This is an optimization exercise on Yosys and OpenROAD, whose aim is small area, not a production implementation.
Only simulation tests tie the RTL to the original design; equivalence was not proved.
The clock port is modelled as an ideal driver, which makes a skipped or thinned clock tree look cheaper than it is; a real chip needs a root buffer or a tree.
Power figures rest on the tool's default switching activity, not on a simulated workload.

Design top_czcjj, start of the top module:
module top_czcjj(
	input sys_clk,
	input reset_n,
	input   [2:0]    key,
	output [3:0] seg_sel,
	output [7:0] seg_led
);
Size in the first run: about 460 cells after synthesis, roughly 100 flip-flops, ~17 I/O pins, ~4100 um^2 of cells after synthesis.
clock: 14.0 ns
lec_check: 0
cap_margin: 20
core_margin: 2
core_utilization: 70
place_density: 0.85
slew_margin: 20
standard.sh (not shown) runs the stock make flow with config.mk's settings and CLKGATE_MAP_FILE= SYNTH_SCRIPT=/design/flow/synth_recipe.tcl, a recipe that flattens the netlist after the stock synthesis.
==> flow/flow/run.sh <==
#!/bin/bash
# Own layout flow: the standard flow (standard.sh) with an area-oriented synthesis
# (own_synth.tcl), plain buf_1 cells as the port buffers and a small hand-built clock tree (manual_cts.tcl).
set -euo pipefail
W=$(pwd)
F=$W/flow
export OWN_ABC_SCRIPT=$F/abc_area_min.script
CTS_HOOK="PRE_CTS_TCL=$F/manual_cts.tcl"
bash "$W/standard.sh" "SYNTH_SCRIPT=$F/own_synth.tcl" "ADDER_MAP_FILE=" \
  "BUFFER_PORTS_ARGS=-buffer_cell sky130_fd_sc_hd__buf_1" "$CTS_HOOK" finish > "$W/own_flow_make.log" 2>&1
==> flow/flow/abc_area_min.script <==
strash
&get -n
&fraig -x
&put
dc2
strash
&get -n
&deepsyn -T 120
&put
strash
&get -n
&dch -f
&nf -R 1000 -a
&put
==> flow/flow/manual_cts.tcl <==
# PRE_CTS_TCL hook: replaces clock_tree_synthesis with a small hand-built clock tree.
# The clock port drives four buf_12 buffers; the flip-flops are split into four
# groups by location (median splits in x, then in y) and each group is driven by
# the buffer placed at its centre. Every flip-flop sees the same two-level path.
proc clock_tree_synthesis { args } {
  set block [ord::get_db_block]
  set db [ord::get_db]
  set clk [$block findNet sys_clk]
  set master [$db findMaster sky130_fd_sc_hd__buf_12]
  set sinks {}
  foreach it [$clk getITerms] {
    set inst [$it getInst]
    set loc [$inst getLocation]
    lappend sinks [list [lindex $loc 0] [lindex $loc 1] $it]
  }
  set n [llength $sinks]
  puts "manual cts: $n clock sinks"
  set byx [lsort -integer -index 0 $sinks]
  set h [expr {$n / 2}]
  set groups {}
  foreach half [list [lrange $byx 0 [expr {$h - 1}]] [lrange $byx $h end]] {
    set byy [lsort -integer -index 1 $half]
    set m [expr {[llength $byy] / 2}]
    lappend groups [lrange $byy 0 [expr {$m - 1}]]
    lappend groups [lrange $byy $m end]
  }
  set g 0
  foreach grp $groups {
    set sx 0; set sy 0
    foreach s $grp { incr sx [lindex $s 0]; incr sy [lindex $s 1] }
    set cx [expr {$sx / [llength $grp]}]
    set cy [expr {$sy / [llength $grp]}]
    set inst [odb::dbInst_create $block $master "clkbuf_man_$g"]
    set net [odb::dbNet_create $block "clknet_man_$g"]
    $net setSigType CLOCK
    foreach s $grp {
      set it [lindex $s 2]
      $it disconnect
      $it connect $net
    }
    [$inst findITerm A] connect $clk
    [$inst findITerm X] connect $net
    $inst setLocation $cx $cy
    $inst setPlacementStatus PLACED
    puts "manual cts: buffer $g drives [llength $grp] sinks at ($cx, $cy)"
    incr g
  }
  $clk setSigType CLOCK
  global_connect
  set_propagated_clock [all_clocks]
}
Other scripts of this flow, unchanged in this note and not shown: flow/flow/own_synth.tcl
Change:
--- a/flow/flow/run.sh
+++ b/flow/flow/run.sh
@@ -8,0 +9,2 @@
+# the platform's don't-use cells plus the larger buffers, so that repairs use small ones
+DU="sky130_fd_sc_hd__probe_p_8 sky130_fd_sc_hd__probec_p_8 sky130_fd_sc_hd__lpflow_bleeder_1 sky130_fd_sc_hd__lpflow_clkbufkapwr_1 sky130_fd_sc_hd__lpflow_clkbufkapwr_16 sky130_fd_sc_hd__lpflow_clkbufkapwr_2 sky130_fd_sc_hd__lpflow_clkbufkapwr_4 sky130_fd_sc_hd__lpflow_clkbufkapwr_8 sky130_fd_sc_hd__lpflow_clkinvkapwr_1 sky130_fd_sc_hd__lpflow_clkinvkapwr_16 sky130_fd_sc_hd__lpflow_clkinvkapwr_2 sky130_fd_sc_hd__lpflow_clkinvkapwr_4 sky130_fd_sc_hd__lpflow_clkinvkapwr_8 sky130_fd_sc_hd__lpflow_decapkapwr_12 sky130_fd_sc_hd__lpflow_decapkapwr_3 sky130_fd_sc_hd__lpflow_decapkapwr_4 sky130_fd_sc_hd__lpflow_decapkapwr_6 sky130_fd_sc_hd__lpflow_decapkapwr_8 sky130_fd_sc_hd__lpflow_inputiso0n_1 sky130_fd_sc_hd__lpflow_inputiso0p_1 sky130_fd_sc_hd__lpflow_inputiso1n_1 sky130_fd_sc_hd__lpflow_inputiso1p_1 sky130_fd_sc_hd__lpflow_inputisolatch_1 sky130_fd_sc_hd__lpflow_isobufsrc_1 sky130_fd_sc_hd__lpflow_isobufsrc_16 sky130_fd_sc_hd__lpflow_isobufsrc_2 sky130_fd_sc_hd__lpflow_isobufsrc_4 sky130_fd_sc_hd__lpflow_isobufsrc_8 sky130_fd_sc_hd__lpflow_isobufsrckapwr_16 sky130_fd_sc_hd__lpflow_lsbuf_lh_hl_isowell_tap_1 sky130_fd_sc_hd__lpflow_lsbuf_lh_hl_isowell_tap_2 sky130_fd_sc_hd__lpflow_lsbuf_lh_hl_isowell_tap_4 sky130_fd_sc_hd__lpflow_lsbuf_lh_isowell_4 sky130_fd_sc_hd__lpflow_lsbuf_lh_isowell_tap_1 sky130_fd_sc_hd__lpflow_lsbuf_lh_isowell_tap_2 sky130_fd_sc_hd__lpflow_lsbuf_lh_isowell_tap_4 sky130_fd_sc_hd__buf_4 sky130_fd_sc_hd__buf_6 sky130_fd_sc_hd__buf_8 sky130_fd_sc_hd__buf_12 sky130_fd_sc_hd__buf_16 sky130_fd_sc_hd__bufbuf_8 sky130_fd_sc_hd__bufbuf_16 sky130_fd_sc_hd__clkbuf_4 sky130_fd_sc_hd__clkbuf_8 sky130_fd_sc_hd__clkbuf_16"
@@ -10 +12 @@
-  "BUFFER_PORTS_ARGS=-buffer_cell sky130_fd_sc_hd__buf_1" "$CTS_HOOK" finish > "$W/own_flow_make.log" 2>&1
+  "BUFFER_PORTS_ARGS=-buffer_cell sky130_fd_sc_hd__buf_1" "$CTS_HOOK" "DONT_USE_CELLS=$DU" "SYNTH_OPERATIONS_ARGS=-noabc" finish > "$W/own_flow_make.log" 2>&1
--- a/flow/flow/abc_area_min.script
+++ b/flow/flow/abc_area_min.script
@@ -14,0 +15,5 @@
+strash
+&get -n
+&dch -f
+&nf -R 1000 -a
+&put
--- a/flow/config.mk
+++ b/flow/config.mk
@@ -10,2 +10,2 @@
-export CORE_UTILIZATION = 70
-export PLACE_DENSITY = 0.85
+export CORE_UTILIZATION = 40
+export PLACE_DENSITY = 0.6
Effect: Synthesized cell count came out lower by 2.2%; power came out lower by 3.8%; area after synthesis came out lower by 1.4%; first-iteration DRC count came out lower by 12%; wire length came out lower by 11%.
Change:
==> flow/flow/run.sh (replaced) <==
#!/bin/bash
# Own layout flow: the standard flow (standard.sh) with an area-oriented synthesis
# (own_synth.tcl), plain buf_1 cells as the port buffers and a small hand-built clock tree (manual_cts.tcl).
set -euo pipefail
W=$(pwd)
F=$W/flow
export OWN_ABC_SCRIPT=$F/abc_area_min.script
CTS_HOOK="PRE_CTS_TCL=$F/manual_cts.tcl"
bash "$W/standard.sh" "SYNTH_SCRIPT=$F/own_synth.tcl" "ADDER_MAP_FILE=" \
  "BUFFER_PORTS_ARGS=-buffer_cell sky130_fd_sc_hd__buf_1" "$CTS_HOOK" finish > "$W/own_flow_make.log" 2>&1
==> flow/flow/abc_area_min.script (replaced) <==
strash
&get -n
&fraig -x
&put
dc2
strash
&get -n
&deepsyn -T 120
&put
strash
&get -n
&dch -f
&nf -R 1000 -a
&put
What happened:
- maximum frequency increases by 13%
- final area increases by 1.6%
- setup slack gets better by 690 ps
- cell count increases by 1.7%
Change:
==> flow/flow/run.sh (replaced) <==
#!/bin/bash
# Own layout flow: the standard flow (standard.sh) with an area-oriented synthesis
# (own_synth.tcl), plain buf_1 cells as the port buffers and a clock tree without dummy loads.
set -euo pipefail
W=$(pwd)
F=$W/flow
export OWN_ABC_SCRIPT=$F/abc_area_min.script
CTS="-sink_clustering_enable -repair_clock_nets -dont_use_dummy_load -sink_clustering_size 24 -sink_clustering_max_diameter 100"
bash "$W/standard.sh" "SYNTH_SCRIPT=$F/own_synth.tcl" "ADDER_MAP_FILE=" \
  "BUFFER_PORTS_ARGS=-buffer_cell sky130_fd_sc_hd__buf_1" "CTS_ARGS=$CTS" finish > "$W/own_flow_make.log" 2>&1
==> flow/flow/abc_area_min.script (replaced) <==
strash
&get -n
&fraig -x
&put
dc2
strash
&get -n
&dch -f
&nf -R 1000 -a
&put
removed: flow/flow/manual_cts.tcl
What happened:
- The new run completed without violations
- setup slack is worse by 2000 ps
- synthesized area is higher by 2.7%
- cell count is higher by 0.98%
- global-route usage is higher by 0.45 points
- register-to-register slack is worse by 2000 ps
Change:
--- a/flow/flow/run.sh
+++ b/flow/flow/run.sh
@@ -8 +8 @@
-CTS="-sink_clustering_enable -repair_clock_nets -dont_use_dummy_load -sink_clustering_size 24 -sink_clustering_max_diameter 100"
+CTS="-sink_clustering_enable -repair_clock_nets -dont_use_dummy_load -buf_list sky130_fd_sc_hd__clkbuf_8 -sink_clustering_size 30 -sink_clustering_max_diameter 150"
Effect: Synthesized cell count stays the same. Die area stays the same. Setup slack is unchanged. Combinational power barely changes. Wire length stays the same. Via count stays the same. Sequential power is about the same. Design area does not change. Global-route usage does not change. Final cell count stays the same.
Change:
--- a/flow/flow/run.sh
+++ b/flow/flow/run.sh
@@ -8 +8 @@
-CTS="-sink_clustering_enable -repair_clock_nets -dont_use_dummy_load -buf_list sky130_fd_sc_hd__clkbuf_8 -sink_clustering_size 30 -sink_clustering_max_diameter 150"
+CTS="-sink_clustering_enable -repair_clock_nets -dont_use_dummy_load -root_buf sky130_fd_sc_hd__clkbuf_16 -buf_list sky130_fd_sc_hd__clkbuf_16 -sink_clustering_size 50 -sink_clustering_max_diameter 300"
Effect: Die area is unchanged. Via count does not change. Wire length hardly moves. Power rose by 8.6%. Final cell count does not change. Sequential share of layout area is lower by 1.0 points. Setup slack is worse by 8.4 ps.
The clock cells of the first, second and third runs of this note come from the design's own scripts or RTL, not from TritonCTS.

[port drivers added, routing unchanged]
In the flow no input, the clock included, has a driving cell. The finished layouts below were timed again as built, in two steps. Step 1, drivers: a clkbuf_16 drives sys_clk and a buf_2 each remaining input, both assumed. Step 2 times the ports against the registers' clock, not the clock port: input delays grow and output delays shrink by t, the midpoint of the rising clock arrivals with the driver on. Three values: ideal ports, drivers, drivers and shift; two values: the first two.
| run | shift t [ns] | setup WS [ns] | hold slack, ns | worst register clock-pin slew, ns | worst data-port slew with drivers (ns) |
|---|---|---|---|---|---|
| the first run | 0.212 | 8.612 / 8.612 / 8.612 | 0.354 / 0.354 / 0.354 | 0.10 / 0.10 | 0.04 |
| the second run | 0.216 | 8.157 / 8.158 / 8.158 | 0.353 / 0.353 / 0.353 | 0.10 / 0.10 | 0.03 |
| the third run | 0.214 | 8.845 / 8.845 / 8.845 | 0.351 / 0.351 / 0.351 | 0.10 / 0.10 | 0.03 |
| the fourth run | 0.385 | 6.801 / 6.801 / 6.801 | 0.341 / 0.341 / 0.341 | 0.11 / 0.11 | 0.03 |
| the fifth run | 0.385 | 6.801 / 6.801 / 6.801 | 0.341 / 0.341 / 0.341 | 0.11 / 0.11 | 0.03 |
| the sixth run | 0.367 | 6.793 / 6.793 / 6.793 | 0.345 / 0.345 / 0.345 | 0.07 / 0.07 | 0.03 |
After both steps every run listed still meets setup and hold.
